This is an optimization exercise on Yosys and OpenROAD, whose aim is small area and a short achievable clock period, not a production implementation. In this exercise RTL edits were held to simulation tests only and were not proved equivalent to the original.

==> 09-02 <==
## gte_unr_divide
module gte_unr_divide (
   input  wire        clk,
   input  wire        reset,
   input  wire        trigger,
   input  wire [15:0] lhs,
   input  wire [15:0] rhs,
   output reg  [16:0] result,
   output reg         div_error
);
clock: 8.0 ns
lec_check: 0
cap_margin: 20
core_margin: 2
core_utilization: 65
cts_cluster_diameter: 100
cts_cluster_size: 25
setup_slack_margin: 4.3
slew_margin: 20
standard.sh (not shown) runs the stock make flow with config.mk's settings and CLKGATE_MAP_FILE= SYNTH_SCRIPT=/design/flow/synth_recipe.tcl, a recipe that flattens the netlist after the stock synthesis.
==> flow/flow/run.sh <==
#!/bin/bash
set -euo pipefail
bash standard.sh "BUFFER_PORTS_ARGS=-buffer_cell sky130_fd_sc_hd__buf_2" finish > standard_make.log 2>&1
==> 08-10: changes against 09-02 <==
- SETUP_SLACK_MARGIN: 4.3 -> 4.0
==> 10-27: changes against 09-02 <==
==> flow/run.sh (new file) <==
#!/bin/bash
# synth_recipe.tcl (not shown) runs the flow's synth.tcl, then flattens the netlist and writes it again
# the make line also repeats each setting of config.mk as NAME=value (left out here)
make -C /OpenROAD-flow-scripts/flow DESIGN_CONFIG=/design/flow/config.mk WORK_HOME=/design/flow/orfs CLKGATE_MAP_FILE= SYNTH_SCRIPT=/design/flow/synth_recipe.tcl finish
- SETUP_SLACK_MARGIN: 4.3 -> 4.5
removed: flow/flow/run.sh
removed: flow/standard.sh
==> notes.md <==
metric	10-27	09-02	08-10
Status	no timing/DRC/antenna violations	no timing/DRC/antenna violations	no timing/DRC/antenna violations
Final design instance area without fill	0.0240 mm2	0.0231 mm2	0.0230 mm2
Layout Nets	2621	2603	2590
Wire length of the first global-routing pass	87000 um	85500 um	85400 um
NonClk Buf Share	0.0411	0.0215	0.0169
Detailed-route wire length on metal 1	22000 um	21900 um	21600 um
Portion of the layout cell area used by clock cells	0.0208	0.0203	0.0205
Number of placed instances with taps included	2660	2657	2657
Setup crit start kind	input port	flip-flop	flip-flop
Aggregate routed wire length	54600 um	52500 um	52300 um
Area used by multi-input combinational logic	0.0149 mm2	0.0146 mm2	0.0145 mm2
Repair and plain buffers	100	82	69
Post-detailed-placement cell area	0.0227 mm2	0.0225 mm2	0.0225 mm2
Total setup buffers inserted after CTS	13	4	0
Unrepaired setup endpoints after global routing	yes	yes	no
Type of the setup path with the least slack	input port to flip-flop	flip-flop to flip-flop	flip-flop to flip-flop
Fraction of layout instances using a drive strength above 1	0.0853	0.0727	0.0578
Length in cells of the worst reg-to-reg path	14	8	7
Post-Route Hold Slack	0.320 ns	0.322 ns	0.327 ns
Slew HR	0.359	0.270	0.303
Sequential cell area	0.00631 mm2	0.00628 mm2	0.00627 mm2
Worst setup path startpoint	rhs[14]	np5[13]$_DFF_P_	rd5_n7$_DFF_P_
Max Clock Freq	0.293 GHz	0.273 GHz	0.264 GHz
Met2 track utilization from global routing	0.520	0.495	0.493

==> inputs of job 5289 <==
gte_unr_divide, a different RTL version from the one above (not shown whole).
Settings: LEC_CHECK=0, CAP_MARGIN=20, CORE_MARGIN=2, CORE_UTILIZATION=40, SLEW_MARGIN=20; clock period 8.0 ns.
==> flow/flow/run.sh <==
#!/bin/bash
# The standard ORFS layout (standard.sh: the standard flow's synthesis and flow), with two
# changes: the port buffers are buf_2 cells instead of the default choice, and
# the repair steps aim for a tighter setup margin.
set -euo pipefail
MARGIN=$(cat flow/margin.txt)
bash standard.sh "BUFFER_PORTS_ARGS=-buffer_cell sky130_fd_sc_hd__buf_2" "SETUP_SLACK_MARGIN=$MARGIN" finish > standard_make.log 2>&1
==> flow/flow/margin.txt <==
5
==> inputs of job 1330, as changes to job 5289 <==
==> flow/run.sh (new file) <==
#!/bin/bash
# synth_recipe.tcl (not shown) runs the flow's synth.tcl, then flattens the netlist and writes it again
# the make line also repeats each setting of config.mk as NAME=value (left out here)
make -C /OpenROAD-flow-scripts/flow DESIGN_CONFIG=/design/flow/config.mk WORK_HOME=/design/flow/orfs CLKGATE_MAP_FILE= SYNTH_SCRIPT=/design/flow/synth_recipe.tcl finish
Settings changed: CORE_UTILIZATION 40 to 65, CTS_CLUSTER_DIAMETER from default to 100, CTS_CLUSTER_SIZE from default to 25, SETUP_SLACK_MARGIN from default to 4.5.
removed: flow/flow/run.sh
removed: flow/flow/margin.txt
removed: flow/standard.sh
==> comparison <==
Job 5289 ran to the end with no violations. Job 1330 passed the timing, DRC and antenna checks.
In job 5289 the clock skew is higher than in job 1330, by 0.014 ns.
Flip-flop and latch count is the same in job 5289 and job 1330.
Worst hold slack: job 1330 is higher than job 5289 (0.015 ns).
Against job 5289, the wire length of job 1330 is smaller by 4.2%.
In critical path depth, job 5289 and job 1330 do not differ.
Of job 5289 and job 1330, job 5289 has the higher design area (gap about 10%, measured against job 1330).
==> figures <==
| item | job 5289 | job 1330 |
|---|---|---|
| DR pass1 iterations | 5 | 6 |
| Status | complete, no violations | complete, no violations |
| Met2 wire len | 27230 µm | 26180 µm |
| Share of final layout cell area taken by non-clock buffers | 4.620% | 3.676% |
| Layout cells sized above 1 | 20.02% | 8.118% |
| Number of global-route vias before repair | 17460 | 17320 |
| Global-route wire length before repair | 90650 µm | 87130 µm |
| Total Die Area | 0.05766 mm² | 0.03581 mm² |
| Signal buffers | 141 | 89 |
| Last weighted congestion value of the routability-driven placer | 0.8710 | 0.8939 |
| Final clock-cell share | 4.815% | 2.040% |
| DP Wirelength | 38260 µm | 37110 µm |
| Worst Setup SP | r4a_5_13$_DFF_P_ | r4a_15_41$_DFF_P_ |

-- re-timing with driven ports --
Ports are ideal in the flow. The routed layouts listed here were re-timed in OpenROAD.
Step 1 sets driving cells, clkbuf_16 on the clock port and buf_2 on the other inputs (assumed; they add their load-dependent delay and slew).
Step 2 adds t to the input delays and takes it off the output delays; t is the mean of the earliest and latest rising clock arrival at the registers after step 1. Input paths then give back, and output paths get back, about the clock's delay inside the block.
Three values: ideal, step 1, step 2; two values: the first two.
run | t (ns) | setup slack, ns | latest minus earliest clock arrival (ns)
09-02 | 0.556 | 4.334 / 4.334 / 3.937 | 0.017 / 0.018
08-10 | 0.553 | 4.218 / 4.218 / 3.787 | 0.019 / 0.019
10-27 | 0.559 | 4.582 / 4.609 / 4.058 | 0.019 / 0.019
job 5289 | 0.605 | 4.626 / 4.626 / 4.188 | 0.034 / 0.034
job 1330 | 0.565 | 4.529 / 4.529 / 4.039 | 0.020 / 0.019
After both steps setup and hold are still met in every run listed. The setup slack of 10-27, which loses most, moves by +0.027 ns with the drivers and by -0.524 ns with both steps.
